This design comes from an exercise in tuning for small area on the open sky130 flow, not from production work. In this exercise RTL edits were held to simulation tests only and were not proved equivalent to the original.

**config.mk**
```make
export PLATFORM = sky130hd
export DESIGN_NAME = ALD_miami
export DESIGN_NICKNAME = ALD_miami
export VERILOG_FILES = /design/flow/design.v
export SDC_FILE = /design/flow/constraint.sdc
export NUM_CORES = 4
export LEC_CHECK = 0
export CAP_MARGIN = 20
export CORE_MARGIN = 2
export CORE_UTILIZATION = 40
export SLEW_MARGIN = 20
```
**constraint.sdc**
```tcl
create_clock -name core_clock -period 50.0 [get_ports {CLOCK_50}]
set_input_delay 10.0000 -clock core_clock [delete_from_list [all_inputs] [get_ports {CLOCK_50}]]
set_output_delay 10.0000 -clock core_clock [all_outputs]
set_load 0.01 [all_outputs]
```
**design.v**
```verilog
module ALD_miami(
    SW,
    RST_N,
    CLOCK_50,
    LEDR
);
input [7:1]SW;
input RST_N;
input CLOCK_50;
output [6:0]LEDR;
wire clk = CLOCK_50;
wire rst = RST_N;
reg [5:0] rung;
wire r0  = (rung == 6'd0);
wire r1  = (rung == 6'd1);
wire r2  = (rung == 6'd2);
wire r6  = (rung == 6'd6);
wire r7  = (rung == 6'd7);
wire r19 = (rung == 6'd19);
wire r38 = (rung == 6'd38);
reg mstop, heat, mstart, precursor, vacpumps, mfc, tok;
reg ps0, ps1, ps2;           
reg tonp1_in, trig11, trig21, trig71, trig81;
reg svac1, svac2;
reg [3:0] cyc_acc;
reg cyc_dn, done1, cyc_res;
reg SV1, SV4, VV1, VV2, heaterson, reactorheater, mfcwater;
assign LEDR = {mfcwater, reactorheater, heaterson, VV2, VV1, SV4, SV1};
reg [3:0]  c_tpvac;       
reg [9:0]  c_pulse;       
reg [10:0] c_tonp1;       
reg [11:0] c_tvac1;       
reg [10:0] c_twater;      
reg [12:0] c_tvacw;       
wire tpvac_sat  = c_tpvac[3] & c_tpvac[1] & c_tpvac[0];
wire pulse_sat  = c_pulse[9] & c_pulse[1];
wire tonp1_ge   = c_tonp1[10] & c_tonp1[1];           
wire tonp1_sat  = tonp1_ge & c_tonp1[0];
wire tvac1_ge   = c_tvac1[11] & c_tvac1[2];           
wire tvac1_sat  = tvac1_ge & c_tvac1[1];
wire twater_ge  = c_twater[10] & c_twater[1];         
wire twater_sat = twater_ge & c_twater[0];
wire tvacw_ge   = c_tvacw[12] & c_tvacw[3];           
wire tvacw_sat  = tvacw_ge & c_tvacw[0];
wire tvacw_ge3  = c_tvacw[12] & (c_tvacw[3] | (c_tvacw[2] & c_tvacw[1] & c_tvacw[0]));  
wire startpos  = ps1 & ~ps2;
wire sv11      = tonp1_in & ~tonp1_ge;
wire sv1_start = tonp1_ge & ~c_tonp1[0];
wire prec_n    = precursor | mstart;
wire tonp1_n   = prec_n & ((trig81 & ~done1) | ps1 | sv11);
wire trig11_n  = sv1_start | (trig11 & ~startpos & ~trig81);
wire trig21_n  = (tvac1_ge & c_tvac1[0]) | (trig21 & ~startpos & ~trig81);
wire sw_tt     = trig21 & ~twater_ge;
wire trig71_n  = (trig21_n & twater_ge & ~c_twater[0]) | (trig71 & ~startpos & ~trig81);
wire trig81_n  = tvacw_ge & ~c_tvacw[0];
wire cyc_full  = cyc_acc[3] & cyc_acc[1];
wire cyc_inc   = trig81 & ~cyc_res & ~cyc_full;
wire [3:0] cyc_acc31 = cyc_acc + {3'd0, cyc_inc};
wire cyc_full31 = cyc_acc31[3] & cyc_acc31[1];
always @(posedge clk or negedge rst) begin
    if (rst == 1'b0) begin
        rung <= 6'd0;
        mstop <= 1'b0; heat <= 1'b0; mstart <= 1'b0; precursor <= 1'b0;
        vacpumps <= 1'b0; mfc <= 1'b0; tok <= 1'b0;
        ps0 <= 1'b0; ps1 <= 1'b0; ps2 <= 1'b0;
        tonp1_in <= 1'b0; trig11 <= 1'b0; trig21 <= 1'b0; trig71 <= 1'b0; trig81 <= 1'b0;
        svac1 <= 1'b0; svac2 <= 1'b0;
        cyc_acc <= 4'd0; cyc_dn <= 1'b0; done1 <= 1'b0; cyc_res <= 1'b0;
        SV1 <= 1'b0; SV4 <= 1'b0; VV1 <= 1'b0; VV2 <= 1'b0;
        heaterson <= 1'b0; reactorheater <= 1'b0; mfcwater <= 1'b0;
        c_tpvac <= 4'd0; c_pulse <= 10'd0; c_tonp1 <= 11'd0;
        c_tvac1 <= 12'd0; c_twater <= 11'd0; c_tvacw <= 13'd0;
    end
    else begin
        rung <= r38 ? 6'd0 : rung + 6'd1;
        if (r0) mstop <= SW[2] | cyc_dn;
        if (r1) heat <= ~SW[7];
        if (r2) mstart <= (~SW[1] & ~SW[3]) | (mstart & ~SW[2] & ~mstop);
        if (r6) mfc <= mstart & (~SW[5] | (SW[6] & mfc));
        if (r7) begin
            tok <= mstart & (~SW[4] | tok);
            ps0 <= tok & ~pulse_sat;
            vacpumps <= mstart & (~tpvac_sat | (vacpumps & ~tok));
        end
        if (r19) begin
            c_tonp1  <= tonp1_in ? c_tonp1 + {10'd0, ~tonp1_sat} : 11'd0;
            c_tvac1  <= trig11 ? c_tvac1 + {11'd0, ~tvac1_sat} : 12'd0;
            c_twater <= trig21 ? c_twater + {10'd0, ~twater_sat} : 11'd0;
            c_tvacw  <= trig71 ? c_tvacw + {12'd0, ~tvacw_sat} : 13'd0;
        end
        if (r38) begin
            c_tpvac <= mstart ? c_tpvac + {3'd0, ~tpvac_sat} : 4'd0;
            c_pulse <= tok ? c_pulse + {9'd0, ~pulse_sat} : 10'd0;
            ps1 <= ps0; ps2 <= ps1;
            precursor <= prec_n;
            tonp1_in <= tonp1_n;
            trig11 <= trig11_n;
            trig21 <= trig21_n;
            trig71 <= trig71_n;
            trig81 <= trig81_n;
            svac1 <= trig11 & ~tvac1_ge;
            svac2 <= trig71 & ~tvacw_ge3;
            done1 <= trig81 ? cyc_full : cyc_dn;
            cyc_acc <= startpos ? 4'd0 : cyc_acc31;
            cyc_dn <= ~startpos & (trig81 ? cyc_full31 : cyc_dn);
            cyc_res <= startpos;
            SV1 <= mstart & sv11;
            SV4 <= mstart & sw_tt;
            VV1 <= mstart & (vacpumps | svac1);
            VV2 <= mstart & (vacpumps | svac2);
            heaterson <= heat;
            reactorheater <= (mstart | reactorheater) & ~mstop;
            mfcwater <= mfc;
        end
    end
end
endmodule
```
**run.sh**
```bash
#!/bin/bash
# synth_recipe.tcl (not shown) runs the flow's synth.tcl, then flattens the netlist and writes it again
# the make line also repeats each setting of config.mk as NAME=value (left out here)
make -C /OpenROAD-flow-scripts/flow DESIGN_CONFIG=/design/flow/config.mk WORK_HOME=/design/flow/orfs CLKGATE_MAP_FILE= SYNTH_SCRIPT=/design/flow/synth_recipe.tcl finish
```
==> impl_metrics.yaml <==
yosys:
  synthCells: 542
  async_reset_ff_frac: 1.000
  synth_ff_type: "dfrtp_1"
  syn_avg_cell_area_um2: 9.192
  syn_area_mm2: 0.004982
  syn_nets: 565
  synth_edf_count: 0
  yosysWarnings: 1
  ys_ff_latch: 98
  ys_seq_area_frac: 0.4922
  ys_types: 50
grt:
  grt_usage: 0.1731
  use_met1: 0.2347
  use_met3: 0.04498
  antenna_found_initial: 0
  grt.busiest_layer: "met2"
  overflow: 0
  grt_pass1_wl_mm: 18.40
  grt_pass1_vias: 3795
  grt_use_met2: 0.2807
  grt_max_degree: 79
hold_path:
  min_path_type: "reg -> reg"
  holdPathStages: 2
setup_path:
  cp_slowest_cell: "clkdlybuf4s50_1"
  crit_chain: "clkdlybuf4s50_1"
  crit_family: "buffers and inverters"
  endpoint_kind: "primary output"
  critical_path_depth: 1
  crit_type: "reg -> out"
  worst-r2r-cell-count: 6
  cp.arrival_ns: 1.23
  path_buf_inv: 1
  cp-start-kind: "flip-flop"
  slowest_delay_ns: 0.54
  path_max_fanout: 2
  crit_required_ns: 40.00
power_and_ir_drop:
  combPwrFrac: 0.028
  power.switching_uw: 32.65
  p_leak_uw: 0.002402
  p_int_uw: 120.1
  netSwitchingFraction: 0.2137
  clkPwrFrac: 0.443
  p_per_area_mw_per_mm2: 27.73
  p_total_uw: 152.8
  vdd_drop_max_v: 0.00001896
  p_seq_frac: 0.529
clock_network:
  post_cts_resized: 0
  holdBufCountCts: 0
  cts_made_buffers: 9
  clock-sinks: 98
  cts_setup_buffers: 0
  ctsLongestPathBuffers: 2
  path_clk_slew_ns: 0.07
  cts_tree: "yes"
  clockRootBuffer: "clkbuf_16"
  h-tree-depth: 3
  clk_latency_ns: 0.34
timing:
  hold_viol: 0
  min_period_ns: 11.23
  grt_setup_unrepaired: "false"
  fmax_mhz: 89.05
  maxSlewHeadroom: 0.3562
  tightest_slew_ns: 0.9621
  setup_viol: 0
  final_max_slew_viol_count: 0
  layout_worst_path_cycle_share: 0.2246
  setup-tns-final_ns: 0
  skew_ns: 0.005945
drt:
  vias: 3966
  drt_iter0_drc: 271
  drt-pass1-iter-count: 4
  drc_errors: 0
  wl_per_cell_um: 15.01
  ant_nets: 0
  post_drt_via_cell_ratio: 5.547
  drt_wl_total_mm: 10.73
final_layout:
  diodes: 0
  area_growth_pct: 10.60
  drive_gt1_frac: 0.04570
  layout.nets: 566
placed_design:
  dpl.hpwl_mm: 7.247
  portBuffers: 15
  gp_congestion: 0.8082
flow_run:
  cap_viol_max_count: 0
outcome:
  status: "no timing/DRC/antenna violations"
floorplanning:
  core_area_mm2: 0.01206
  die_area_mm2: 0.01336
  start_util: 0.4131
  fp.dieW_um: 115.6
  io_pins: 16
  die_y_um: 115.6
  rows: 40
[cell usage after synthesis, types with 2 or more instances]
cell type | number | area share
and2_1 | 11 | 0.014
nor3_1 | 5 | 0.0050
o211ai_1 | 5 | 0.0075
o31a_1 | 2 | 0.0035
nand2b_1 | 2 | 0.0025
a2bb2oi_1 | 2 | 0.0035
nor3b_1 | 5 | 0.0075
inv_1 | 16 | 0.012
o21ai_0 | 64 | 0.064
o311ai_0 | 3 | 0.0053
a22o_1 | 2 | 0.0035
xor2_1 | 3 | 0.0053
nand4b_1 | 2 | 0.0035
nand2_1 | 87 | 0.066
xnor2_1 | 3 | 0.0053
clkbuf_1 | 18 | 0.014
o21a_1 | 3 | 0.0045
nor4_1 | 2 | 0.0025
and3_1 | 9 | 0.011
or3_1 | 11 | 0.014
a21oi_1 | 20 | 0.020
ha_1 | 14 | 0.035
nor2_1 | 21 | 0.016
nand3_1 | 49 | 0.049
o41ai_1 | 7 | 0.012
nand4_1 | 5 | 0.0063
a31oi_1 | 7 | 0.0088
a21boi_0 | 2 | 0.0030
o31ai_1 | 20 | 0.030
or4_1 | 6 | 0.0090
buf_4 | 7 | 0.011
buf_2 | 2 | 0.0020
and4_1 | 5 | 0.0088
buf_6 | 2 | 0.0045
dfrtp_1 | 98 | 0.49
a21o_1 | 8 | 0.012
[flip-flops by register name, indices dropped and copies added, names as in the netlist, 4 cells and up]
register	cells
c_pulse	10
c_tonp1	11
c_tpvac	4
c_tvac1	12
c_tvacw	13
c_twater	11
cyc_acc	4
rung	6
[final timing paths]
path | startpoint | end | slack (ns)
max | mfcwater$_DFFE_PN0N_ | LEDR[6] | 38.77
min | svac2$_DFFE_PN0N_ | svac2$_DFFE_PN0N_ | 0.46
max reg2reg | rung[3]$_DFF_PN0_ | c_tonp1[9]$_DFFE_PN0N_ | 47.49
min reg2reg | svac2$_DFFE_PN0N_ | svac2$_DFFE_PN0N_ | 0.46
max in group asynchronous | RST_N | c_tonp1[4]$_DFFE_PN0N_ | 39.49
min in group asynchronous | RST_N | VV2$_DFFE_PN0N_ | 9.53
[area by class of cell]
| cell class | instances | area (um2) |
|---|---|---|
| sequential | 98 | 2452 |
| inverter | 16 | 60.06 |
| fill | 1141 | 6551 |
| timing repair buffer | 20 | 188.9 |
| tap | 168 | 210.2 |
| multi-input combinational | 398 | 2313 |
| clock inverter | 5 | 56.30 |
| clock buffer | 10 | 229.0 |
[metrics by stage]
stage               cell area [um2]  cells  utilization  hold WS [ns]  setup WS (ns)
finish                         5510    715       0.4568        0.4608          38.77
global route                   5510    715       0.4568        0.4765          38.70
CTS                            5507    715       0.4565        0.4642          38.75
detailed placement             5221    700       0.4329        0.4496          38.74
global placement               5221    700       0.4329        0.4388          38.75
floorplan                      4982    542            -        0.4286          39.51
[cells by family after synthesis]
logic type	Yosys count	share of synthesized area
and+or+nand+nor	228	0.2313
AOI/OAI and AO/OA	150	0.1873
DFF	98	0.4922
buffers and inverters	46	0.04344
adders and majority gates	14	0.03516
xor gates and xnor gates	6	0.01055
[power by group through the flow]
stage	logic [uW]	clock network, uW	registers (uW)
2_1_floorplan	1.87	0	82.0
3_3_place_gp	4.30	0	82.4
3_5_place_dp	4.39	0	82.4
4_1_cts	4.40	70.3	80.9
5_1_grt	4.97	73.3	81.0
6_report	4.25	67.7	80.9
[metal layers]
layer	wire length, um	vias up
met2	5064	48
li1	-	1959
met3	371	6
met4	93	0
met5	0	-
met1	5200	1953
[cell usage in the layout (no fill, tap or decap), types with 2 or more instances in the layout]
master and count:
a21boi_0 2, a21o_1 8, a21oi_1 20, a22o_1 2, a2bb2oi_1 2, a31oi_1 7, and2_1 11, and3_1 9
and4_1 5, buf_4 5, clkbuf_16 9, clkdlybuf4s50_1 14, clkinv_2 2, dfrtp_1 98, ha_1 14, inv_1 16
nand2_1 87, nand2b_1 2, nand3_1 49, nand4_1 5, nand4b_1 2, nor2_1 21, nor3_1 5, nor3b_1 5
nor4_1 2, o211ai_1 5, o21a_1 3, o21ai_0 64, o311ai_0 3, o31a_1 2, o31ai_1 20, o41ai_1 7
or3_1 11, or4_1 6, xnor2_1 3, xor2_1 3

==> separate check: timing with driven ports <==
In the flow no input, the clock included, has a driving cell. The finished layout below was timed again as built, in two steps. Step 1: set_driving_cell puts a clkbuf_16 on CLOCK_50 and a buf_2 on each other input, an assumption about the parent block. Step 2, shift: input delay + t, output delay - t, t = (earliest + latest rising clock arrival at the registers) / 2. This alone moves slack from input paths to output paths. Three values: ideal ports, drivers, drivers and shift; two values: the first two.
shift t [ns]: 0.376
slack for setup (ns): 38.770 / 38.733 / 39.109
worst setup path after step 2: register to output
After both steps setup and hold are still met in this run. For this run, drivers alone change the setup slack by -0.037 ns; drivers and shift together by +0.339 ns.
